Source: an optimization exercise on an open RTL-to-GDS flow (aim: small area). Production flows keep margins and buffers that such runs may drop.
At most, simulation tests tie the RTL to the original design; equivalence was not proved.
Function not checked in run 5: the RTL went through the layout flow alone.
Power is estimated from default activity; no workload was simulated.

==> design.v <==
`timescale 1ns / 1ps
module check_receive_window (
	input clk,
	input rst_n,
	input [63:0] in_tt_data,
	input [7:0] in_tt_ctrl,
	input in_tt_wr,
	input in_buffer_rdy,
	input in_table_wr,
	input [15:0] in_port_number,
	input [15:0] in_buffer_number,
	input [63:0] in_window_start,
	input [63:0] in_window_end,
	input [63:0] in_global_time,
	input [15:0] in_flow_id,
	input in_tt_flag,
	input [15:0] in_tt_length,
	output reg out_tt_flag_clear,
	output [63:0] out_buffer_data,
	output [7:0] out_buffer_ctrl,
	output out_buffer_wr,
	output out_tt_rdy,
	output [3:0] out_switch_port,
	output [3:0] out_switch_buffer,
	output reg out_table_rdy
);
	localparam [3:0] CT0 = 4'b0000;    
	localparam [3:0] CT1 = 4'b0001;    
	localparam [3:0] CT2 = 4'b0011;    
	localparam [3:0] CID = 4'b0111;    
	localparam [3:0] DROP = 4'b0100;   
	localparam [3:0] WD0 = 4'b0110;    
	localparam [3:0] WD1 = 4'b1110;    
	localparam [3:0] WD2 = 4'b1010;    
	localparam [3:0] WD3 = 4'b0010;    
	reg entry_active;           
	reg armed;                  
	reg [3:0] port_onehot;
	reg [3:0] buffer_number;
	reg [63:0] window_start;
	reg [63:0] window_end;
	reg [15:0] flow_id;
	reg [15:0] tt_length;
	reg [3:0] pstate;
	reg header_ok;
	reg [63:0] word_a;          
	reg [63:0] word_b;          
	wire carry4 = window_end[3] | (window_end[2] & window_end[1]);
	wire [63:0] end_plus;
	wire [63:4] inc_c;
	assign end_plus[0] = window_end[0];
	assign end_plus[1] = ~window_end[1];
	assign end_plus[2] = window_end[2] ^ window_end[1];
	assign end_plus[3] = ~(window_end[3] ^ (window_end[2] & window_end[1]));
	genvar gi;
	generate
		for (gi = 4; gi < 64; gi = gi + 1) begin : inc
			assign end_plus[gi] = window_end[gi] ^ inc_c[gi];
			if (gi == 4) begin : first
				assign inc_c[gi] = carry4;
			end else if ((gi - 4) % 4 == 0) begin : blk
				assign inc_c[gi] = carry4 & (&window_end[gi - 1:4]);
			end else begin : mid
				assign inc_c[gi] = window_end[gi - 1] & inc_c[gi - 1];
			end
		end
	endgenerate
	wire expired, start_ok, end_ok;
	ge64 ge_exp (.a(in_global_time), .b(end_plus), .y(expired));
	ge64 ge_start (.a(word_a), .b(window_start), .y(start_ok));
	ge64 ge_end (.a(window_end), .b(word_a), .y(end_ok));
	wire time_ok = start_ok && end_ok;
	wire id_ok = word_b[63:32] == {flow_id, tt_length};
	wire ctrl_end = in_tt_ctrl == 8'h01;
	wire take0 = pstate == CT0 && armed && in_tt_wr;
	wire take1 = pstate == CT1 && in_tt_wr;
	wire fwd_hdr = pstate[3];
	wire pass = pstate == WD3;
	always @(posedge clk or negedge rst_n) begin
		if (!rst_n) begin
			entry_active <= 1'b0;
			armed <= 1'b0;
			out_table_rdy <= 1'b0;
			out_tt_flag_clear <= 1'b0;
		end else begin
			out_table_rdy <= !entry_active && !in_table_wr;
			out_tt_flag_clear <= entry_active && expired && in_tt_flag && header_ok;
			if (!entry_active) begin
				if (in_table_wr) begin
					entry_active <= 1'b1;
					armed <= 1'b1;
				end
			end else if (expired && (!in_tt_flag || header_ok)) begin
				entry_active <= 1'b0;
			end
		end
	end
	always @(posedge clk) begin
		if (!entry_active && in_table_wr) begin
			port_onehot <= {in_port_number == 16'd4, in_port_number == 16'd3,
			                in_port_number == 16'd2, in_port_number == 16'd1};
			buffer_number <= in_buffer_number[3:0];
			window_start <= in_window_start;
			window_end <= in_window_end;
			flow_id <= in_flow_id;
			tt_length <= in_tt_length;
		end
	end
	always @(posedge clk or negedge rst_n) begin
		if (!rst_n) begin
			pstate <= CT0;
			header_ok <= 1'b0;
		end else begin
			case (pstate)
			CT0: if (take0) begin
				pstate <= CT1;
				header_ok <= 1'b0;
			end
			CT1: if (in_tt_wr) begin
				pstate <= CT2;
				header_ok <= 1'b0;
			end
			CT2: if (time_ok) begin
				pstate <= CID;
				header_ok <= 1'b1;
			end else begin
				pstate <= DROP;
			end
			CID: pstate <= id_ok ? WD0 : DROP;
			DROP: if (ctrl_end) pstate <= CT0;
			WD0: pstate <= WD1;
			WD1: pstate <= WD2;
			WD2: pstate <= ctrl_end ? CT0 : WD3;
			WD3: if (ctrl_end) pstate <= CT0;
			default: pstate <= CT0;
			endcase
		end
	end
	always @(posedge clk) begin
		if (take0 || take1) word_b <= in_tt_data;
		if (take1 || pstate == WD1) word_a <= word_b;
	end
	assign out_tt_rdy = pstate == CT0 || pstate == DROP || (pass && in_buffer_rdy);
	assign out_buffer_wr = fwd_hdr || (pass && in_tt_wr);
	assign out_buffer_data = fwd_hdr ? word_a : in_tt_data;
	assign out_buffer_ctrl = fwd_hdr ? 8'd0 : in_tt_ctrl;
	assign out_switch_port = port_onehot;
	assign out_switch_buffer = buffer_number;
endmodule
module ge64 (
	input [63:0] a,
	input [63:0] b,
	output y
);
	wire [63:0] g0 = a & ~b;
	wire [63:0] t0 = a | ~b;
	wire [31:0] g1, t1;
	wire [15:0] g2, t2;
	wire [7:0] g3, t3;
	wire [3:0] g4, t4;
	wire [1:0] g5, t5;
	genvar i;
	generate
		for (i = 0; i < 32; i = i + 1) begin : l1
			assign g1[i] = g0[2*i+1] | (t0[2*i+1] & g0[2*i]);
			assign t1[i] = t0[2*i+1] & t0[2*i];
		end
		for (i = 0; i < 16; i = i + 1) begin : l2
			assign g2[i] = g1[2*i+1] | (t1[2*i+1] & g1[2*i]);
			assign t2[i] = t1[2*i+1] & t1[2*i];
		end
		for (i = 0; i < 8; i = i + 1) begin : l3
			assign g3[i] = g2[2*i+1] | (t2[2*i+1] & g2[2*i]);
			assign t3[i] = t2[2*i+1] & t2[2*i];
		end
		for (i = 0; i < 4; i = i + 1) begin : l4
			assign g4[i] = g3[2*i+1] | (t3[2*i+1] & g3[2*i]);
			assign t4[i] = t3[2*i+1] & t3[2*i];
		end
		for (i = 0; i < 2; i = i + 1) begin : l5
			assign g5[i] = g4[2*i+1] | (t4[2*i+1] & g4[2*i]);
			assign t5[i] = t4[2*i+1] & t4[2*i];
		end
	endgenerate
	assign y = g5[1] | (t5[1] & (g5[0] | t5[0]));
endmodule
==> flow/run.sh <==
#!/bin/bash
# ORFS layout with an area-oriented ABC mapping, smaller port buffers and a
# leaner clock tree. Everything else is the standard flow (standard.sh).
set -euo pipefail
here=$(pwd)
# copy of the ORFS scripts with only the ABC script replaced
rm -rf "$here/orfs_scripts"
cp -r "$FLOW_HOME/scripts" "$here/orfs_scripts"
cp "$here/flow/abc.script" "$here/orfs_scripts/abc_speed.script"
export SCRIPTS_DIR="$here/orfs_scripts"
export BUFFER_PORTS_ARGS="-buffer_cell sky130_fd_sc_hd__buf_1"
export CTS_ARGS="-sink_clustering_enable -repair_clock_nets -dont_use_dummy_load -buf_list sky130_fd_sc_hd__clkbuf_8 -sink_clustering_size 16 -sink_clustering_max_diameter 80"
bash standard.sh > flow_make.log 2>&1
==> flow/abc.script <==
strash
dch
map -D 3000
strash
dch
map -D 3000
strash
dch
map -D 3000
strash
dch
map -D 3000
strash
dch
map -D 3000
strash
dch
map -D 3000
strash
dch
map -D 3000
strash
dch
map -D 3000
strash
dch
map -D 3000
strash
dch
map -D 3000
strash
dch
map -D 3000
strash
dch
map -D 3000
strash
dch
map -D 3000
strash
dch
map -D 3000
strash
dch
map -D 3000
strash
dch
map -D 3000
strash
dch
map -D 3000
strash
dch
map -D 3000
strash
dch
map -D 3000
strash
dch
map -D 3000
strash
dch
map -D 3000
strash
dch
map -D 3000
strash
dch
map -D 3000
strash
dch
map -D 3000
strash
dch
map -D 3000
strash
dch
map -D 3000
strash
dch
map -D 3000
strash
dch
map -D 3000
strash
dch
map -D 3000
strash
dch
map -D 3000
strash
dch
map -D 3000
strash
dch
map -D 3000
topo
stime -c
buffer -c
upsize -c
dnsize -c
==> standard.sh <==
#!/bin/bash
# synth_recipe.tcl (not shown) runs the flow's synth.tcl, then flattens the netlist and writes it again
# the make line also repeats each setting of config.mk as NAME=value (left out here)
make -C /OpenROAD-flow-scripts/flow DESIGN_CONFIG=/design/flow/config.mk WORK_HOME=/design/flow/orfs CLKGATE_MAP_FILE= SYNTH_SCRIPT=/design/flow/synth_recipe.tcl "${@:-finish}"
==> config.mk <==
export PLATFORM = sky130hd
export DESIGN_NAME = check_receive_window
export DESIGN_NICKNAME = check_receive_window
export VERILOG_FILES = /design/flow/design.v
export SDC_FILE = /design/flow/constraint.sdc
export NUM_CORES = 4
export LEC_CHECK = 0
export CAP_MARGIN = 0
export CORE_MARGIN = 2
export CORE_UTILIZATION = 60
export GPL_ROUTABILITY_DRIVEN = 0
export GPL_TIMING_DRIVEN = 0
export SLEW_MARGIN = 0
==> constraint.sdc <==
create_clock -name core_clock -period 5.0 [get_ports {clk}]
set_input_delay 1.0000 -clock core_clock [delete_from_list [all_inputs] [get_ports {clk}]]
set_output_delay 1.0000 -clock core_clock [all_outputs]
set_load 0.01 [all_outputs]
==> run_results.csv, run 1 <==
group,metric,value,unit
detailed_routing,via_per_inst,5.674,
synth,netlist_top_cells_count,"296 x edfxtp_1, 180 x inv_1, 143 x nor2_1, 112 x a21oi_1, 99 x nand2_1",
synth,syn_inst,1228,
job,cap_violations,0,
global_routing,grt_pass1_wl,56610,µm
floorplanning,die_h,157.7,µm
synth,yosysSeqAreaShare,64.26,%
layout,nFillCells,1759,
place,placed_area,0.01632,mm²
detailed_routing,first_pass_iters,5,
critical_path,cp-end-kind,"flop",
cts,clockBufferDepth,3,
critical_path,worstPathRequired,5.45,ns
pwr,power.switching,2417,µW
floorplanning,die_x,157.7,µm
global_routing,grtUsageTotal,30.26,%
synth,ys_ff_latch,305,
synth,synth_largest_area_cell,"edfxtp_1",
detailed_routing,wl,38590,µm
critical_path,worstPathArrival,5.09,ns
cts,cts_tree,"done",
global_routing,overflow,0,
global_routing,grt_max_degree,36,
sta,finClkSkew,0.06506,ns
detailed_routing,drc,0,
cts,cts_hold_buf,0,
synth,syn_nets,1609,
floorplanning,ioPinCount,418,
synth,ys.flop_type,"edfxtp_1",
synth,synth.top_cell.area_share,62.67,%
detailed_routing,drt_iter0_markers,940,
synth,synth_area,0.01418,mm²
run_status,status,"finished clean",
cts,cts_inserted_buffers,23,
sta,setup_viol,0,
pwr,peakVddDrop,275.6,µV
cts,clock_tree.root_cell,"clkbuf_8",
cts,htreeDepth,1,
sta,period_needed,4.641,ns
detailed_routing,vias,11343,
critical_path,critPathKind,"reg -> reg",
synth,ys.warnings.count,1,
floorplanning,core,0.02333,mm²
cts,insertion_delay,0.56,ns
layout,drive_gt1_share,4.304,%
pwr,swShare,34.13,%
layout,syn_to_final_growth,18.51,%
synth,synth_most_common_cell,"edfxtp_1",
hold_path,hold_class,"in -> async",
global_routing,grt_pass1_vias,10685,
sta,finalMaxSlewViolations,0,
layout,layout.nets,2056,
layout,fin_area,0.01681,mm²
cts,numClockSinks,305,
sta,maxSlewHeadroom,30.86,%
synth,ys_top_cells_by_area,"edfxtp_1 63%, inv_1 4.8%, ha_1 4.1%",
detailed_routing,post_drt_wl_per_cell,19.31,µm
pwr,sequentialPowerShare,54.6,%
pwr,p_per_area,421.4,mW/mm²
detailed_routing,final_antenna_net_count,0,
place,io_buffers,405,
sta,clock.fmax,0.2155,GHz
synth,synth_cell_types,43,
floorplanning,start_util,60.78,%
global_routing,antenna_found_initial,4,
pwr,total_power,7083,µW
floorplanning,row_count,56,
sta,holdWs,0.3815,ns
sta,finalCritPeriodShare,92.83,%
cts,path_clk_slew,0.11,ns
floorplanning,dieArea,0.02488,mm²
synth,syn_area_per_cell,11.55,µm²
synth,synth_edf_count,296,
place,dp_hpwl,30120,µm
sta,fin_setup_tns,0,ns
critical_path,startpoint_type,"flop",
synth,synthArstFlopShare,2.951,%
critical_path,cp_max_fo,4,
pwr,p_int,4666,µW
sta,worst_pin_slew,1.037,ns
sta,finalHoldViolations,0,
pwr,pwr-share-comb,29.1,%
pwr,clockPowerShare,16.3,%
pwr,power_leakage,0.006378,µW
-- final timing paths --
| kind | endpoint | slack, ns | cells after the start | startpoint |
|---|---|---|---|---|
| worst max-delay path | entry_active | 0.36 | 26 | window_end[2] |
| worst min-delay path | pstate[2] | 0.38 | 1 | rst_n |
| worst max register to register | entry_active | 0.36 | 26 | window_end[2] |
| worst min register to register | word_a[57] | 0.41 | 0 | word_b[57] |
| max in group asynchronous | entry_active | 4.25 | 1 | rst_n |
| min in group core_clock | word_a[57] | 0.41 | 0 | word_b[57] |
-- state kept, by name, indices dropped and copies added (netlist names) --
register,count
port_onehot,4
header_ok,1
armed,1
out_tt_flag_clear,1
buffer_number,4
word_b,64
word_a,64
window_start,64
window_end,64
flow_id,16
tt_length,16
entry_active,1
pstate,4
out_table_rdy,1
-- cell usage in the layout, fill, tap and decap left out, types with 11 or more instances in the layout --
| master | instances |
|---|---|
| ha_1 | 47 |
| nor3_1 | 16 |
| xor2_1 | 32 |
| buf_1 | 405 |
| edfxtp_1 | 296 |
| nor4_1 | 11 |
| a22oi_1 | 40 |
| nand3_1 | 19 |
| a21oi_1 | 110 |
| clkbuf_8 | 23 |
| a221oi_1 | 16 |
| o22ai_1 | 56 |
| inv_1 | 179 |
| nor2_1 | 141 |
| nand4_1 | 15 |
| o221ai_1 | 17 |
| clkbuf_1 | 15 |
| nand2_1 | 97 |
| o21ai_0 | 39 |
-- logic make-up after synthesis --
group | count (synthesis) | synth area share (%)
AOI/OAI and AO/OA | 319 | 14.18
adders and majority gates | 47 | 4.146
and+or+nand+nor | 319 | 9.669
buffers and inverters | 197 | 5.214
xor gates and xnor gates | 41 | 2.532
DFF | 305 | 64.26
-- per-layer routing --
layer | routed length (µm) | up-vias | part of all wire [%] | GRT usage (%)
met1 | 15440 | 5335 | 40 | 40.00
met5 | 0 | - | 0 | 0
li1 | - | 5392 | - | -
met3 | 3410 | 67 | 8.8 | 4.791
met2 | 18580 | 549 | 48 | 51.35
met4 | 1156 | 0 | 3.0 | 10.30
-- stage by stage --
step	util (%)	std cells	setup WS [ns]
2_1_floorplan	-	1228	0.5833
3_3_place_gp	69.04	1952	-1.674
3_5_place_dp	69.93	1961	-0.2515
4_1_cts	71.41	1985	0.01965
5_1_grt	71.98	1994	-0.06643
6_report	72.03	1999	0.3586
-- power by group through the flow --
stage               Combinational (µW)  Clock [µW]  Sequential (µW)
global placement                  1840           0             4000
floorplan                         1230           0             3880
CTS                               2040        1170             3860
detailed placement                2020           0             3920
global route                      2270        1250             3920
finish                            2060        1160             3870
-- critical path, stage by stage, from the launching register on --
cell	delay, ns
edfxtp_1	0.38
ha_1	0.15
inv_1	0.04
ha_1	0.22
nor3_4	0.15
and3_4	0.23
nand2_2	0.10
nor3_4	0.22
nor3b_4	0.27
nand2_2	0.11
nor4_4	0.29
inv_2	0.11
nor4_4	0.19
and3_1	0.20
ha_1	0.13
ha_1	0.13
ha_1	0.15
xnor2_1	0.16
nor2_1	0.09
a221oi_2	0.24
nand2_1	0.08
a221oi_1	0.27
nand2_1	0.12
o2111ai_2	0.22
nand2_1	0.11
a21oi_1	0.12
nor2_1	0.05
-- repair_timing --
action,in CTS,in global routing
gates resized for setup,4,15
endpoints found under the setup margin,2,2
pin swaps,0,6
setup buffers,1,7
-- cell type report --
cell class	count	area [µm²]	area share, %
clock buffer	23	316.6	1.883
inverter	182	683.2	4.065
multi-input combinational	726	4453	26.49
sequential	305	9114	54.22
timing repair buffer	422	1768	10.52
antenna	7	17.52	0.1042
buffer	15	56.30	0.3350
tap	319	399.1	2.375
==> run 2: changes to the inputs <==
--- a/config.mk
+++ b/config.mk
@@ -8,6 +8,4 @@
 export CAP_MARGIN = 0
 export CORE_MARGIN = 2
 export CORE_UTILIZATION = 60
-export GPL_ROUTABILITY_DRIVEN = 0
-export GPL_TIMING_DRIVEN = 0
 export SLEW_MARGIN = 0
==> run 2 against run 1 <==
Compared with the run above: via count shrank 0.81%; clock skew is 0.020 ns lower; still clean on timing, DRC and antenna; non-clock buffer count decreased by 19; largest power group unchanged; largest cell class unchanged.
==> run_results.csv, run 2 <==
group,metric,value,unit
pwr,total_power,6976,µW
synth,syn_nets,1609,
synth,ys_top_cells_by_area,"edfxtp_1 63%, inv_1 4.8%, ha_1 4.1%",
detailed_routing,final_antenna_net_count,0,
layout,layout.nets,2037,
place,io_buffers,405,
layout,drive_gt1_share,4.232,%
synth,synth_most_common_cell,"edfxtp_1",
pwr,p_per_area,419.1,mW/mm²
synth,synth_edf_count,296,
detailed_routing,first_pass_iters,5,
place,dpl_worst_slack,-0.1090,ns
global_routing,overflow,0,
hold_path,hold_class,"in -> async",
floorplanning,die_x,157.7,µm
cts,clock_tree.root_cell,"clkbuf_8",
cts,htreeDepth,1,
synth,ys.flop_type,"edfxtp_1",
synth,ys_ff_latch,305,
sta,finalCritPeriodShare,93.90,%
detailed_routing,drc,0,
critical_path,critPathKind,"reg -> reg",
global_routing,grt_pass1_wl,54270,µm
sta,finClkSkew,0.04459,ns
cts,path_clk_slew,0.10,ns
cts,cts_tree,"done",
floorplanning,dieArea,0.02488,mm²
synth,synth.mux.area_fraction,0,%
sta,finalMaxSlewViolations,0,
synth,netlist_top_cells_count,"296 x edfxtp_1, 180 x inv_1, 143 x nor2_1, 112 x a21oi_1, 99 x nand2_1",
cts,numClockSinks,305,
layout,nFillCells,1808,
detailed_routing,post_drt_wl_per_cell,19.15,µm
critical_path,critical_path.reg2reg.endpoint,"entry_active",
sta,period_needed,4.695,ns
critical_path,cp_max_fo,4,
synth,synth_largest_area_cell,"edfxtp_1",
sta,clock.fmax,0.2130,GHz
cts,clockBufferDepth,3,
floorplanning,core,0.02333,mm²
pwr,power.switching,2369,µW
synth,synthArstFlopShare,2.951,%
pwr,sequentialPowerShare,55.9,%
layout,final_cell_mix,"405 x buf_1, 296 x edfxtp_1, 179 x inv_1",
sta,maxSlewHeadroom,31.61,%
pwr,p_int,4608,µW
synth,synth-simple-area-share,9.669,%
detailed_routing,vias,11251,
critical_path,startpoint_type,"flop",
synth,synth_cell_types,43,
pwr,swShare,33.95,%
global_routing,grtUsageTotal,29.25,%
critical_path,worstPathArrival,5.15,ns
pwr,clockPowerShare,16.6,%
critical_path,reg2reg_depth,26,
layout,multiInputGateArea,0.004452,mm²
detailed_routing,wl,37940,µm
synth,ys.warnings.count,1,
run_status,status,"finished clean",
place,gp_congestion,0.9214,
sta,setup_viol,0,
global_routing,grt_pass1_vias,10440,
layout,layout_commonest_cell,"buf_1",
floorplanning,row_count,56,
synth,syn_inst,1228,
place,dp_hpwl,29260,µm
synth,synthXorXnorAreaFrac,2.532,%
synth,synth.top_cell.area_share,62.67,%
synth,yosysSeqAreaShare,64.26,%
sta,worst_pin_slew,1.023,ns
floorplanning,start_util,60.78,%
floorplanning,ioPinCount,418,
synth,synthAdderAreaFrac,4.146,%
layout,syn_to_final_growth,17.35,%
global_routing,antenna_found_initial,8,
global_routing,grt_max_degree,90,
synth,synth_top_family_by_area,"compound AO/OA/AOI/OAI gates",
cts,insertion_delay,0.56,ns
pwr,pwr-share-comb,27.5,%
cts,cts_hold_buf,0,
layout,ff_latch_area,0.009117,mm²
pwr,power_leakage,0.006308,µW
critical_path,worstPathRequired,5.45,ns
synth,synth_area,0.01418,mm²
floorplanning,die_h,157.7,µm
synth,synth_compound_area_share,14.18,%
job,cap_violations,0,
place,placedCellCount,1946,
cts,cts_inserted_buffers,23,
critical_path,cp-end-kind,"flop",
critical_path,reg2reg_setup_slack,0.30,ns
synth,syn_area_per_cell,11.55,µm²
pwr,peakVddDrop,301.9,µV
sta,setup_ws,0.3049,ns
detailed_routing,drt_iter0_markers,1108,
sta,finalHoldViolations,0,
detailed_routing,via_per_inst,5.679,
layout,instances_no_fill,1981,
critical_path,timing.rr.start,"window_end[1]",
[run 2: cell counts after synthesis]
No cell type changed its count.
[run 2: worst max path at each step]
stage,cells past startpoint,endpoint,slack [ns],from
2_1_floorplan,4,word_b[0],0.58,in_tt_wr
3_3_place_gp,26,entry_active,0.11,window_end[2]
3_5_place_dp,26,entry_active,-0.11,window_end[1]
4_1_cts,27,entry_active,0.005,window_end[1]
5_1_grt,26,entry_active,-0.08,window_end[2]
6_report,26,entry_active,0.30,window_end[1]
[run 2: kinds of logic (layout without fill, tap and decap cells)]
logic type	count (synthesis)	after routing
adder cells (fa/ha/maj)	47	47
XOR/XNOR	41	41
buffers and inverters	197	623
AND/OR/NAND/NOR	319	319
AO/OA/AOI/OAI	319	319
flip-flops	305	305
other	0	8
[run 2: repair_timing]
action                                  4_1_cts  5_1_grt
endpoints found under the setup margin        2        2
setup buffers                                 1        3
gates cloned                                  0        0
resized for setup                             2       17
pin swaps                                     0        9
[run 2: final cells by class]
class                   count  area share [%]
inverters                 182           4.105
well taps                 319           2.398
repair buffers            418           9.946
flip-flops and latches    305           54.78
diodes                      8          0.1203
clock buffers              23           1.902
multi-input cells         726           26.75
[run 2: critical path, stage by stage, from the launching register on]
cell,delay [ns]
edfxtp_1,0.39
ha_1,0.16
inv_1,0.04
ha_1,0.22
nor3_2,0.16
and3_4,0.23
nand2_2,0.10
nor3_4,0.22
nor3b_4,0.29
nand2_2,0.11
nor4_4,0.27
inv_2,0.10
nor4_4,0.23
and3_1,0.19
ha_1,0.14
ha_1,0.15
ha_2,0.19
xnor2_2,0.12
nor2_1,0.07
a221oi_2,0.23
nand2_1,0.11
a221oi_2,0.26
nand2_1,0.11
o2111ai_2,0.21
nand2_1,0.12
a21oi_2,0.13
nor2_1,0.05
[run 2: through the flow]
step	TNS, ns	instance area (µm²)	hold WS (ns)	utilization, %
6_report	0	16640	0.3868	71.33
5_1_grt	-0.08183	16640	0.3942	71.30
4_1_cts	0	16520	0.3760	70.79
3_5_place_dp	-0.1090	16180	0.4045	69.35
3_3_place_gp	0	16180	0.4005	69.35
2_1_floorplan	0	14190	0.4003	-
[run 2: routing by layer]
| layer | up-vias | track usage [%] | routed length [µm] |
|---|---|---|---|
| met2 | 588 | 48.24 | 18360 |
| met3 | 82 | 4.845 | 3380 |
| met4 | 4 | 10.48 | 1199 |
| met5 | - | 0 | 28 |
| met1 | 5232 | 39.58 | 14980 |
| li1 | 5345 | - | - |
[run 2: power groups by stage]
stage / Sequential, µW / Clock [µW] / Combinational [µW]
5_1_grt: 3950 / 1250 / 2130
3_5_place_dp: 3950 / 0 / 1910
6_report: 3900 / 1160 / 1920
2_1_floorplan: 3880 / 0 / 1230
3_3_place_gp: 3930 / 0 / 1860
4_1_cts: 3890 / 1170 / 1910
==> run 3: changes to the inputs <==
--- a/design.v
+++ b/design.v
@@ -58,7 +58,7 @@
 			assign end_plus[gi] = window_end[gi] ^ inc_c[gi];
 			if (gi == 4) begin : first
 				assign inc_c[gi] = carry4;
-			end else if ((gi - 4) % 4 == 0) begin : blk
+			end else if ((gi - 4) % 8 == 0) begin : blk
 				assign inc_c[gi] = carry4 & (&window_end[gi - 1:4]);
 			end else begin : mid
 				assign inc_c[gi] = window_end[gi - 1] & inc_c[gi - 1];
--- a/flow/run.sh
+++ b/flow/run.sh
@@ -9,5 +9,5 @@
 cp "$here/flow/abc.script" "$here/orfs_scripts/abc_speed.script"
 export SCRIPTS_DIR="$here/orfs_scripts"
 export BUFFER_PORTS_ARGS="-buffer_cell sky130_fd_sc_hd__buf_1"
-export CTS_ARGS="-sink_clustering_enable -repair_clock_nets -dont_use_dummy_load -buf_list sky130_fd_sc_hd__clkbuf_8 -sink_clustering_size 16 -sink_clustering_max_diameter 80"
+export CTS_ARGS="-sink_clustering_enable -repair_clock_nets -dont_use_dummy_load -buf_list sky130_fd_sc_hd__clkbuf_8 -sink_clustering_size 20 -sink_clustering_max_diameter 60"
 bash standard.sh > flow_make.log 2>&1
==> flow/abc.script (replaced) <==
strash
dch
map -D 3000
strash
dch
map -D 3000
topo
stime -c
buffer -c
upsize -c
dnsize -c
==> run 3 against run 2 <==
Compared with the run above: utilization is 0.52 points higher; global-route usage is 0.76 points higher; synthesized cell count is 3.8% higher; sequential power is 1% higher; clock-buffer cell count is 2 higher; worst setup slack better by 0.014 ns; critical endpoint unchanged; first-iteration DRC count is 5.8% higher; non-clock buffer count is 5 higher; combinational power is 5% higher.
==> run_results.csv, run 3 <==
group,metric,value,unit
run_status,status,"finished clean",
layout,multiInputGateArea,0.004637,mm²
layout,fin_area,0.01692,mm²
floorplanning,row_count,56,
detailed_routing,post_drt_wl_per_cell,19.48,µm
sta,maxSlewHeadroom,33.24,%
global_routing,grt_pass1_vias,11127,
sta,finalMaxSlewViolations,0,
synth,synth_largest_area_cell,"edfxtp_1",
synth,ys.flop_type,"edfxtp_1",
global_routing,grtUsageTotal,30.02,%
critical_path,critPathKind,"reg -> reg",
critical_path,cp_slowest_cell,"or4_4",
layout,layout_commonest_cell,"buf_1",
synth,synth_area,0.01444,mm²
synth,syn_nets,1663,
detailed_routing,via_per_inst,5.761,
floorplanning,die_h,159.1,µm
critical_path,worstPathRequired,5.47,ns
detailed_routing,final_antenna_net_count,0,
pwr,power_leakage,0.006436,µW
synth,ys.warnings.count,1,
sta,clock.fmax,0.2136,GHz
pwr,peakVddDrop,298.6,µV
place,gp_congestion,0.8560,
global_routing,antenna_found_initial,7,
synth,ys_ff_latch,305,
sta,period_needed,4.681,ns
floorplanning,start_util,61.32,%
critical_path,cp-end-kind,"flop",
floorplanning,die_x,159.1,µm
detailed_routing,drt_iter0_markers,1172,
layout,drive_gt1_share,4.450,%
critical_path,cpMostUsedCell,"ha_1",
synth,syn_inst,1275,
detailed_routing,vias,11707,
synth,synth_most_common_cell,"edfxtp_1",
critical_path,worst-path-buf-inv,1,
critical_path,slowest_delay,0.57,ns
sta,setup_viol,0,
cts,htreeDepth,1,
sta,worst_pin_slew,1.001,ns
layout,layout.nets,2098,
cts,clockBufferDepth,3,
synth,syn_area_per_cell,11.32,µm²
critical_path,cp_max_fo,4,
place,dp_hpwl,29770,µm
detailed_routing,first_pass_iters,6,
cts,numClockSinks,305,
cts,path_clk_slew,0.11,ns
cts,cts_tree,"done",
place,placedCellCount,1988,
layout,final_cell_mix,"405 x buf_1, 296 x edfxtp_1, 192 x inv_1",
place,dpl_worst_slack,-0.05560,ns
layout,final_core_util,71.85,%
sta,finalCritPeriodShare,93.62,%
cts,clock_tree.root_cell,"clkbuf_8",
place,io_buffers,405,
floorplanning,dieArea,0.02532,mm²
layout,nFillCells,1773,
synth,netlist_top_cells_count,"296 x edfxtp_1, 192 x inv_1, 144 x nor2_1, 128 x nand2_1, 106 x a21oi_1",
job,cap_violations,0,
synth,synthArstFlopShare,2.951,%
cts,insertion_delay,0.59,ns
pwr,total_power,7172,µW
hold_path,hold_class,"in -> async",
critical_path,worstPathArrival,5.15,ns
global_routing,overflow,0,
synth,synth.top_cell.area_share,61.57,%
layout,ff_latch_area,0.009117,mm²
sta,finalHoldViolations,0,
floorplanning,core,0.02354,mm²
place,placed_area,0.01638,mm²
pwr,p_per_area,424.0,mW/mm²
synth,synth_cell_types,56,
synth,ys_top_cells_by_area,"edfxtp_1 62%, inv_1 5.0%, ha_1 4.7%",
layout,syn_to_final_growth,17.17,%
sta,setup_ws,0.3190,ns
sta,finClkSkew,0.05201,ns
critical_path,startpoint_type,"flop",
synth,yosysSeqAreaShare,63.13,%
critical_path,cpLargestDelayFamily,"simple AND/OR/NAND/NOR gates",
critical_path,reg2reg_depth,21,
detailed_routing,drc,0,
global_routing,grt_max_degree,131,
critical_path,crit_chain,"nand4_1 -> or4_4 -> nor4_4 -> inv_1 -> nor3_4 -> nor3b_2 -> ha_1 -> ha_1 -> ha_1 -> xnor2_1 -> nor2_1 -> a221oi_2 -> nand2_1 -> nor3_2 -> nand2_2 -> a2111oi_4 -> nand2_2 -> nor4_4 -> o21ai_1 -> a21oi_1 -> nor2_1",
floorplanning,ioPinCount,418,
synth,synth_edf_count,296,
global_routing,grt_pass1_wl,58570,µm
critical_path,cp_num_cells,21,
cts,cts_inserted_buffers,25,
detailed_routing,wl,39580,µm
layout,instances_no_fill,2032,
-- run 3: cell types whose count changed after synthesis, sizes merged, moves of 10 or more --
cell,before,now
inv,182,193
a221oi,21,11
xnor2,9,30
nand2,99,128
xor2,32,4
nand3,19,29
-- run 3: worst register-to-register path, cell delays in order (launching register included) --
cell	delay [ns]
edfxtp_1	0.43
nand4_1	0.19
or4_4	0.57
nor4_4	0.33
inv_1	0.14
nor3_4	0.27
nor3b_2	0.22
ha_1	0.17
ha_1	0.14
ha_1	0.15
xnor2_1	0.17
nor2_1	0.10
a221oi_2	0.21
nand2_1	0.14
nor3_2	0.16
nand2_2	0.12
a2111oi_4	0.36
nand2_2	0.12
nor4_4	0.26
o21ai_1	0.14
a21oi_1	0.14
nor2_1	0.05
-- run 3: cell type report --
type,instances,area share [%]
tap,319,2.360
sequential,305,53.90
clock buffer,25,2.034
inverter,193,4.283
antenna,5,0.07397
multi-input combinational,762,27.41
timing repair buffer,423,9.934
-- run 3: cells by family after synthesis --
family | count (synthesis) | share of synthesized area, %
buffers and inverters | 208 | 5.408
AOI/OAI and AO/OA | 315 | 14.09
xor gates and xnor gates | 34 | 2.063
adders and majority gates | 54 | 4.680
DFF | 305 | 63.13
and+or+nand+nor | 359 | 10.63
-- run 3: layer usage --
metal,part of all wire [%],up-vias,GRT usage (%)
met4,4.5,4,12.23
met1,39,5445,38.48
li1,-,5487,-
met2,48,658,51.07
met5,0.066,-,0
met3,9.0,113,5.288
-- run 3: stage by stage --
stage | hold slack (ns) | TNS (ns)
after detailed placement | 0.4045 | -0.05560
after floorplan | 0.4003 | 0
after global routing | 0.3903 | -0.006323
after CTS | 0.3456 | 0
final | 0.3563 | 0
after global placement | 0.4002 | 0
-- run 3: path summary, 6_finish.rpt --
path | endpoint | slack, ns | startpoint
min | pstate[2] | 0.36 | rst_n
max reg2reg | entry_active | 0.32 | window_end[4]
min in group core_clock | word_a[20] | 0.38 | word_b[20]
min reg2reg | word_a[20] | 0.38 | word_b[20]
max in group asynchronous | pstate[3] | 4.25 | rst_n
max | entry_active | 0.32 | window_end[4]
-- run 3: where the power goes --
| part | total, µW | internal, µW | leakage [µW] | switching (µW) |
|---|---|---|---|---|
| Sequential | 3940 | 3580 | 0.00286 | 357 |
| Combinational | 2020 | 672 | 0.00340 | 1350 |
| Clock | 1210 | 447 | 0.000180 | 766 |
| Total | 7170 | 4700 | 0.00644 | 2470 |
-- run 3: timing repair --
action,in CTS,in global routing
buffers inserted,0,14
setup endpoints to repair,1,2
pin swaps,0,9
resized for setup,2,11
hold buffers,0,0
==> run 4: changes to the inputs <==
--- a/design.v
+++ b/design.v
@@ -58,7 +58,7 @@
 			assign end_plus[gi] = window_end[gi] ^ inc_c[gi];
 			if (gi == 4) begin : first
 				assign inc_c[gi] = carry4;
-			end else if ((gi - 4) % 8 == 0) begin : blk
+			end else if ((gi - 4) % 4 == 0) begin : blk
 				assign inc_c[gi] = carry4 & (&window_end[gi - 1:4]);
 			end else begin : mid
 				assign inc_c[gi] = window_end[gi - 1] & inc_c[gi - 1];
--- a/flow/run.sh
+++ b/flow/run.sh
@@ -9,5 +9,5 @@
 cp "$here/flow/abc.script" "$here/orfs_scripts/abc_speed.script"
 export SCRIPTS_DIR="$here/orfs_scripts"
 export BUFFER_PORTS_ARGS="-buffer_cell sky130_fd_sc_hd__buf_1"
-export CTS_ARGS="-sink_clustering_enable -repair_clock_nets -dont_use_dummy_load -buf_list sky130_fd_sc_hd__clkbuf_8 -sink_clustering_size 20 -sink_clustering_max_diameter 60"
+export CTS_ARGS="-sink_clustering_enable -repair_clock_nets -dont_use_dummy_load -buf_list sky130_fd_sc_hd__clkbuf_8 -root_buf sky130_fd_sc_hd__clkbuf_4 -tree_buf sky130_fd_sc_hd__clkbuf_4 -sink_clustering_size 16 -sink_clustering_max_diameter 80"
 bash standard.sh > flow_make.log 2>&1
==> flow/abc.script (replaced) <==
strash
dch
map -D 3000
strash
dch
map -D 3000
strash
dch
map -D 3000
strash
dch
map -D 3000
strash
dch
map -D 3000
strash
dch
map -D 3000
strash
dch
map -D 3000
strash
dch
map -D 3000
strash
dch
map -D 3000
strash
dch
map -D 3000
strash
dch
map -D 3000
strash
dch
map -D 3000
strash
dch
map -D 3000
strash
dch
map -D 3000
strash
dch
map -D 3000
strash
dch
map -D 3000
strash
dch
map -D 3000
strash
dch
map -D 3000
strash
dch
map -D 3000
strash
dch
map -D 3000
strash
dch
map -D 3000
strash
dch
map -D 3000
strash
dch
map -D 3000
strash
dch
map -D 3000
strash
dch
map -D 3000
strash
dch
map -D 3000
strash
dch
map -D 3000
strash
dch
map -D 3000
strash
dch
map -D 3000
strash
dch
map -D 3000
strash
dch
map -D 3000
strash
dch
map -D 3000
topo
stime -c
buffer -c
upsize -c
dnsize -c
==> run 4 against run 3 <==
Compared with the run above: still clean on timing, DRC and antenna; critical path depth up 5; final cell count decreased by 2.4%; sequential share of layout area increased by 0.92 points; synthesized cell count decreased by 3.7%; worst setup slack got worse by 0.025 ns; clock power shrank 7%; power shrank 3.2%; routed wire length decreased by 3.9%; critical path type unchanged.
==> run_results.csv, run 4 <==
group,metric,value,unit
critical_path,reg2reg_setup_slack,0.29,ns
cts,insertion_delay,0.70,ns
detailed_routing,final_antenna_net_count,0,
floorplanning,dieArea,0.02488,mm²
cts,path_clk_slew,0.10,ns
detailed_routing,drc,0,
synth,ys.flop_type,"edfxtp_1",
pwr,peakVddDrop,300.9,µV
critical_path,timing.rr.start,"window_end[1]",
floorplanning,core,0.02333,mm²
cts,clock_tree.root_cell,"clkbuf_4",
pwr,p_per_area,417.5,mW/mm²
sta,worst_pin_slew,1.026,ns
cts,numClockSinks,305,
critical_path,critical_path.reg2reg.endpoint,"entry_active",
critical_path,cpLargestDelayFamily,"simple AND/OR/NAND/NOR gates",
detailed_routing,first_pass_iters,6,
cts,cts_tree,"done",
global_routing,overflow,0,
synth,syn_area_per_cell,11.55,µm²
synth,synth.top_cell.area_share,62.67,%
critical_path,startpoint_type,"flop",
layout,final_cell_mix,"405 x buf_1, 296 x edfxtp_1, 179 x inv_1",
sta,finClkSkew,0.05154,ns
critical_path,worstPathRequired,5.59,ns
synth,synthXorXnorAreaFrac,2.532,%
run_status,status,"finished clean",
floorplanning,start_util,60.78,%
synth,syn_nets,1609,
synth,synthArstFlopShare,2.951,%
sta,finalCritPeriodShare,94.12,%
cts,clockBufferDepth,3,
cts,cts_hold_buf,0,
synth,synth_edf_count,296,
global_routing,grtUsageTotal,29.26,%
synth,synth_most_common_cell,"edfxtp_1",
global_routing,grt_pass1_wl,54280,µm
cts,cts_inserted_buffers,23,
critical_path,cpMostUsedCell,"ha_1",
place,placedCellCount,1946,
sta,finalMaxSlewViolations,0,
detailed_routing,wl,38020,µm
synth,synth_largest_area_cell,"edfxtp_1",
place,gp_congestion,0.9214,
sta,holdWs,0.2436,ns
critical_path,reg2reg_depth,26,
global_routing,grt_max_degree,90,
synth,synth_compound_area_share,14.18,%
pwr,total_power,6944,µW
synth,netlist_top_cells_count,"296 x edfxtp_1, 180 x inv_1, 143 x nor2_1, 112 x a21oi_1, 99 x nand2_1",
synth,syn_inst,1228,
place,io_buffers,405,
synth,ys_ff_latch,305,
layout,instances_no_fill,1984,
layout,syn_to_final_growth,17.27,%
synth,synth_area,0.01418,mm²
sta,finalHoldViolations,0,
job,cap_violations,0,
synth,ys_top_cells_by_area,"edfxtp_1 63%, inv_1 4.8%, ha_1 4.1%",
sta,period_needed,4.706,ns
detailed_routing,via_per_inst,5.709,
sta,clock.fmax,0.2125,GHz
synth,synth_cell_types,43,
sta,maxSlewHeadroom,31.43,%
floorplanning,die_x,157.7,µm
critical_path,startpoint,"window_end[1]",
sta,setup_viol,0,
global_routing,antenna_found_initial,9,
synth,yosysSeqAreaShare,64.26,%
sta,fin_setup_tns,0,ns
critical_path,worstPathArrival,5.30,ns
global_routing,grt_pass1_vias,10436,
layout,layout_commonest_cell,"buf_1",
synth,synthAdderAreaFrac,4.146,%
floorplanning,die_h,157.7,µm
detailed_routing,post_drt_wl_per_cell,19.16,µm
place,dp_hpwl,29260,µm
cts,htreeDepth,1,
pwr,power_leakage,0.006300,µW
floorplanning,row_count,56,
critical_path,cp_max_fo,4,
hold_path,hold_class,"in -> async",
critical_path,cp_slowest_cell,"edfxtp_1",
critical_path,worst-path-buf-inv,2,
synth,synth_top_family_by_area,"compound AO/OA/AOI/OAI gates",
layout,drive_gt1_share,4.232,%
synth,ys.warnings.count,1,
critical_path,critPathKind,"reg -> reg",
floorplanning,ioPinCount,418,
synth,synth-simple-area-share,9.669,%
detailed_routing,drt_iter0_markers,1005,
critical_path,slowest_delay,0.39,ns
synth,synth.mux.area_fraction,0,%
critical_path,cp-end-kind,"flop",
detailed_routing,vias,11327,
layout,layout.nets,2037,
## run 4: changes by cell type after synthesis, sizes merged, moves of 7 or more
cell | previous run | this run
xnor2 | 30 | 9
o211ai | 13 | 6
ha | 54 | 47
a221oi | 11 | 21
nand2 | 128 | 99
nand3 | 29 | 19
xor2 | 4 | 32
inv | 193 | 182
## run 4: area by class of cell
class | count | area (µm²)
clock buffer | 23 | 297.8
antenna | 11 | 27.53
inverter | 182 | 683.2
multi-input combinational | 726 | 4452
timing repair buffer | 418 | 1655
fill | 1810 | 6700
sequential | 305 | 9117
tap | 319 | 399.1
## run 4: worst max-delay path by stage
stage | to | slack [ns] | cells past startpoint
after floorplan | word_b[0] | 0.58 | 4
after global placement | entry_active | 0.11 | 26
after detailed placement | entry_active | -0.11 | 26
after CTS | entry_active | 0.01 | 27
after global routing | entry_active | -0.08 | 26
final | entry_active | 0.29 | 26
## run 4: through the flow
step	util (%)	instance area, µm²	worst slack, ns
after floorplan	-	14190	0.5833
after global placement	69.35	16180	0.1061
after detailed placement	69.35	16180	-0.1090
after CTS	70.70	16500	0.01254
after global routing	71.23	16620	-0.07758
final	71.28	16630	0.2941
## run 4: logic make-up after synthesis
group                    count (synthesis)
XOR/XNOR                                41
flip-flops                             305
buffers and inverters                  197
AO/OA/AOI/OAI                          319
adder cells (fa/ha/maj)                 47
AND/OR/NAND/NOR                        319
## run 4: timing repair
action                                 4_1_cts  5_1_grt
setup buffers                                1        3
setup endpoints to repair                    1        2
endpoints found under the hold margin        0        0
gates resized for setup                      2       17
pin swaps                                    0        9
## run 4: metal layers
layer  track usage, %  share of wire, %  routed length [µm]  vias up
met5                0             0.063                  24        -
met4            10.48               3.2                1201        4
met3            4.873               9.0                3431       82
met2            48.24                48               18260      597
met1            39.58                40               15100     5293
li1                 -                 -                   -     5351
## run 4: where the power goes
group          internal, µW  leakage [µW]  switching, µW
logic                   627       0.00329           1290
clock network           382      0.000158            740
registers              3570       0.00285            334
==> run 5: changes to the inputs <==
--- a/design.v
+++ b/design.v
@@ -33,8 +33,8 @@
 	localparam [3:0] WD1 = 4'b1110;    
 	localparam [3:0] WD2 = 4'b1010;    
 	localparam [3:0] WD3 = 4'b0010;    
+	localparam [3:0] IDLE = 4'b0101;   
 	reg entry_active;           
-	reg armed;                  
 	reg [3:0] port_onehot;
 	reg [3:0] buffer_number;
 	reg [63:0] window_start;
@@ -72,24 +72,20 @@
 	wire time_ok = start_ok && end_ok;
 	wire id_ok = word_b[63:32] == {flow_id, tt_length};
 	wire ctrl_end = in_tt_ctrl == 8'h01;
-	wire take0 = pstate == CT0 && armed && in_tt_wr;
+	wire take0 = pstate == CT0 && in_tt_wr;
 	wire take1 = pstate == CT1 && in_tt_wr;
 	wire fwd_hdr = pstate[3];
 	wire pass = pstate == WD3;
 	always @(posedge clk or negedge rst_n) begin
 		if (!rst_n) begin
 			entry_active <= 1'b0;
-			armed <= 1'b0;
 			out_table_rdy <= 1'b0;
 			out_tt_flag_clear <= 1'b0;
 		end else begin
 			out_table_rdy <= !entry_active && !in_table_wr;
 			out_tt_flag_clear <= entry_active && expired && in_tt_flag && header_ok;
 			if (!entry_active) begin
-				if (in_table_wr) begin
-					entry_active <= 1'b1;
-					armed <= 1'b1;
-				end
+				if (in_table_wr) entry_active <= 1'b1;
 			end else if (expired && (!in_tt_flag || header_ok)) begin
 				entry_active <= 1'b0;
 			end
@@ -108,10 +104,11 @@
 	end
 	always @(posedge clk or negedge rst_n) begin
 		if (!rst_n) begin
-			pstate <= CT0;
+			pstate <= IDLE;
 			header_ok <= 1'b0;
 		end else begin
 			case (pstate)
+			IDLE: if (in_table_wr) pstate <= CT0;
 			CT0: if (take0) begin
 				pstate <= CT1;
 				header_ok <= 1'b0;
@@ -140,7 +137,7 @@
 		if (take0 || take1) word_b <= in_tt_data;
 		if (take1 || pstate == WD1) word_a <= word_b;
 	end
-	assign out_tt_rdy = pstate == CT0 || pstate == DROP || (pass && in_buffer_rdy);
+	assign out_tt_rdy = pstate == CT0 || pstate == DROP || pstate == IDLE || (pass && in_buffer_rdy);
 	assign out_buffer_wr = fwd_hdr || (pass && in_tt_wr);
 	assign out_buffer_data = fwd_hdr ? word_a : in_tt_data;
 	assign out_buffer_ctrl = fwd_hdr ? 8'd0 : in_tt_ctrl;
--- a/flow/run.sh
+++ b/flow/run.sh
@@ -9,5 +9,5 @@
 cp "$here/flow/abc.script" "$here/orfs_scripts/abc_speed.script"
 export SCRIPTS_DIR="$here/orfs_scripts"
 export BUFFER_PORTS_ARGS="-buffer_cell sky130_fd_sc_hd__buf_1"
-export CTS_ARGS="-sink_clustering_enable -repair_clock_nets -dont_use_dummy_load -buf_list sky130_fd_sc_hd__clkbuf_8 -root_buf sky130_fd_sc_hd__clkbuf_4 -tree_buf sky130_fd_sc_hd__clkbuf_4 -sink_clustering_size 16 -sink_clustering_max_diameter 80"
+export CTS_ARGS="-sink_clustering_enable -repair_clock_nets -dont_use_dummy_load -buf_list sky130_fd_sc_hd__clkbuf_8 -sink_clustering_size 16 -sink_clustering_max_diameter 80"
 bash standard.sh > flow_make.log 2>&1
==> run 5 against run 4 <==
Compared with the run above: via count shrank 1.7%; clock skew shrank 0.024 ns; global-route usage grew 0.68 points; first-iteration DRC count grew 1.5%; sequential power shrank 5.4%; die area is essentially flat; area after synthesis is essentially flat; critical endpoint is now out_tt_flag_clear.
==> run_results.csv, run 5 <==
group,metric,value,unit
run_status,status,"finished clean",
layout,syn_to_final_growth,17.36,%
sta,finClkSkew,0.02789,ns
detailed_routing,highest_layer,"met5",
pwr,swShare,33.19,%
layout,layout_commonest_cell,"buf_1",
layout,nFillCells,1783,
synth,ys_top_cells_by_area,"edfxtp_1 63%, inv_1 4.3%, ha_1 4.1%",
detailed_routing,wl,38440,µm
place,placed_area,0.01619,mm²
cts,numClockSinks,304,
layout,final_cell_mix,"405 x buf_1, 296 x edfxtp_1, 163 x inv_1",
critical_path,cpMostUsedCell,"ha_1",
synth,netlist_top_cells_count,"296 x edfxtp_1, 163 x inv_1, 142 x nor2_1, 102 x a21oi_1, 98 x nand2_1",
critical_path,timing.rr.start,"window_end[1]",
sta,finalHoldViolations,0,
sta,holdWs,0.4016,ns
pwr,power_leakage,0.006189,µW
global_routing,grt_max_degree,90,
detailed_routing,drt_iter0_markers,1020,
critical_path,critPathKind,"reg -> reg",
global_routing,overflow,0,
hold_path,hold_class,"in -> async",
global_routing,grt_pass1_vias,10675,
detailed_routing,first_pass_iters,5,
place,gp_congestion,0.9471,
synth,synth_most_common_cell,"edfxtp_1",
synth,synth_largest_area_cell,"edfxtp_1",
sta,worst_pin_slew,1.021,ns
pwr,pwr-share-comb,25.8,%
place,placedCellCount,1935,
sta,setup_viol,0,
critical_path,slowest_delay,0.41,ns
cts,insertion_delay,0.56,ns
detailed_routing,drt-met1-wl,14910,µm
sta,clock.fmax,0.2136,GHz
critical_path,cp_max_fo,3,
synth,ys_ff_latch,304,
place,dp_hpwl,29310,µm
synth,synth_area,0.01418,mm²
critical_path,worst-path-buf-inv,4,
detailed_routing,via_per_inst,5.672,
floorplanning,die_h,157.7,µm
synth,synthArstFlopShare,2.632,%
pwr,p_per_area,392.5,mW/mm²
job,cap_violations,0,
detailed_routing,wl_met3,3177,µm
critical_path,cp_slowest_cell,"edfxtp_1",
pwr,p_int,4363,µW
synth,syn_nets,1593,
critical_path,worstPathRequired,5.48,ns
synth,syn_inst,1212,
place,io_buffers,405,
synth,synth_edf_count,296,
floorplanning,ioPinCount,418,
cts,clockBufferDepth,3,
global_routing,antenna_found_initial,4,
synth,ys.warnings.count,1,
detailed_routing,post_drt_wl_per_cell,19.58,µm
critical_path,cp-end-kind,"flop",
synth,syn_area_per_cell,11.70,µm²
synth,ys.flop_type,"edfxtp_1",
detailed_routing,dr_wl_met2,19000,µm
critical_path,startpoint_type,"flop",
cts,cts_inserted_buffers,22,
synth,synth.top_cell.area_share,62.69,%
sta,fin_setup_tns,0,ns
sta,rsz0062_at_grt,"false",
pwr,sequentialPowerShare,56.5,%
global_routing,grt_pass1_wl,55780,µm
detailed_routing,drc,0,
critical_path,startpoint,"window_end[1]",
sta,period_needed,4.681,ns
floorplanning,row_count,56,
cts,htreeDepth,1,
floorplanning,die_x,157.7,µm
floorplanning,start_util,60.77,%
sta,finalMaxSlewViolations,0,
synth,synth_cell_types,56,
detailed_routing,final_antenna_net_count,0,
critical_path,worstPathArrival,5.16,ns
floorplanning,dieArea,0.02488,mm²
detailed_routing,vias,11135,
layout,instances_no_fill,1963,
cts,cts_tree,"done",
pwr,clockPowerShare,17.7,%
layout,drive_gt1_share,6.216,%
synth,yosysSeqAreaShare,64.12,%
layout,multiInputGateArea,0.004483,mm²
cts,clock_tree.root_cell,"clkbuf_8",
critical_path,cpLargestDelayFamily,"compound AO/OA/AOI/OAI gates",
sta,maxSlewHeadroom,31.76,%
layout,layout.nets,2024,
pwr,power.switching,2168,µW
layout,ff_latch_area,0.009095,mm²
sta,finalCritPeriodShare,93.62,%
pwr,peakVddDrop,262.3,µV
global_routing,grtUsageTotal,29.94,%
cts,path_clk_slew,0.10,ns
floorplanning,core,0.02333,mm²
layout,fin_area,0.01664,mm²
run 5: power by group through the flow:
| stage | Sequential [µW] | Combinational, µW | Clock (µW) |
|---|---|---|---|
| final | 3690 | 1690 | 1150 |
| after global routing | 3740 | 1870 | 1260 |
| after CTS | 3680 | 1660 | 1170 |
| after detailed placement | 3740 | 1650 | 0 |
| after global placement | 3720 | 1620 | 0 |
| after floorplan | 3660 | 1100 | 0 |
run 5: logic make-up (layout without fill, tap and decap cells):
kind of cell    count (synthesis)  count (layout)  synth area share [%]
compound gates                326             326                 15.15
xor+xnor                       39              39                 2.409
fa+ha+maj                      48              48                 4.218
buf+inv                       196             625                 5.242
flops                         304             304                 64.12
other cells                     0               3                     0
simple gates                  299             299                 8.860
run 5: final timing paths:
kind	end	slack (ns)	cells past startpoint
setup / recovery	out_tt_flag_clear	0.32	27
hold / removal	pstate[3]	0.40	1
setup reg to reg	out_tt_flag_clear	0.32	27
hold reg to reg	word_a[31]	0.42	0
max in group asynchronous	pstate[3]	4.18	1
min in group core_clock	word_a[31]	0.42	0
run 5: routing by layer:
layer | GRT usage, % | up-vias
li1 | - | 5292
met1 | 37.96 | 5229
met2 | 51.72 | 531
met3 | 5.256 | 81
met4 | 11.21 | 2
met5 | 0 | -
run 5: repair_timing:
item	4_1_cts	5_1_grt
resized for setup	4	22
hold buffers	0	0
pin swaps	1	5
buffers inserted	1	2
endpoints found under the setup margin	2	2
run 5: cell type report:
class	instances	share of cell area [%]
antenna	3	0.04512
sequential	304	54.66
inverter	181	4.083
clock buffer	22	1.820
tap	319	2.399
multi-input combinational	712	26.94
timing repair buffer	422	10.05
run 5: through the flow:
step	setup slack [ns]	util, %	total power (µW)
3_5_place_dp	-0.2216	69.41	5394
2_1_floorplan	0.8088	-	4758
5_1_grt	0.005267	71.32	6864
4_1_cts	0.05117	70.80	6514
6_report	0.3190	71.32	6530
3_3_place_gp	-0.08456	69.41	5340

## port drivers added, routing unchanged
The results above use ideal ports. As a check the final layouts listed here were re-extracted and re-timed, cells and wires unchanged. Step 1 assumes that a clkbuf_16 drives the clock port and a buf_2 every other input. Step 2, shift: input delay + t, output delay - t, t = (earliest + latest rising clock arrival at the registers) / 2. This alone moves slack from input paths to output paths. Three values: ideal, step 1, step 2; two values: the first two.
run	shift t [ns]	slack for setup (ns)	worst setup path after step 2	clock arrival spread, ns	worst slew at a driven data input, ns
run 1	0.570	0.359 / 0.359 / 0.359	register to register	0.068 / 0.067	0.10
run 2	0.581	0.305 / 0.305 / 0.305	register to register	0.050 / 0.049	0.10
run 3	0.602	0.319 / 0.319 / 0.319	register to register	0.057 / 0.058	0.10
run 4	0.722	0.294 / 0.294 / 0.294	register to register	0.057 / 0.057	0.09
run 5	0.589	0.319 / 0.319 / 0.319	register to register	0.029 / 0.029	0.09
After both steps every run listed still meets setup and hold.
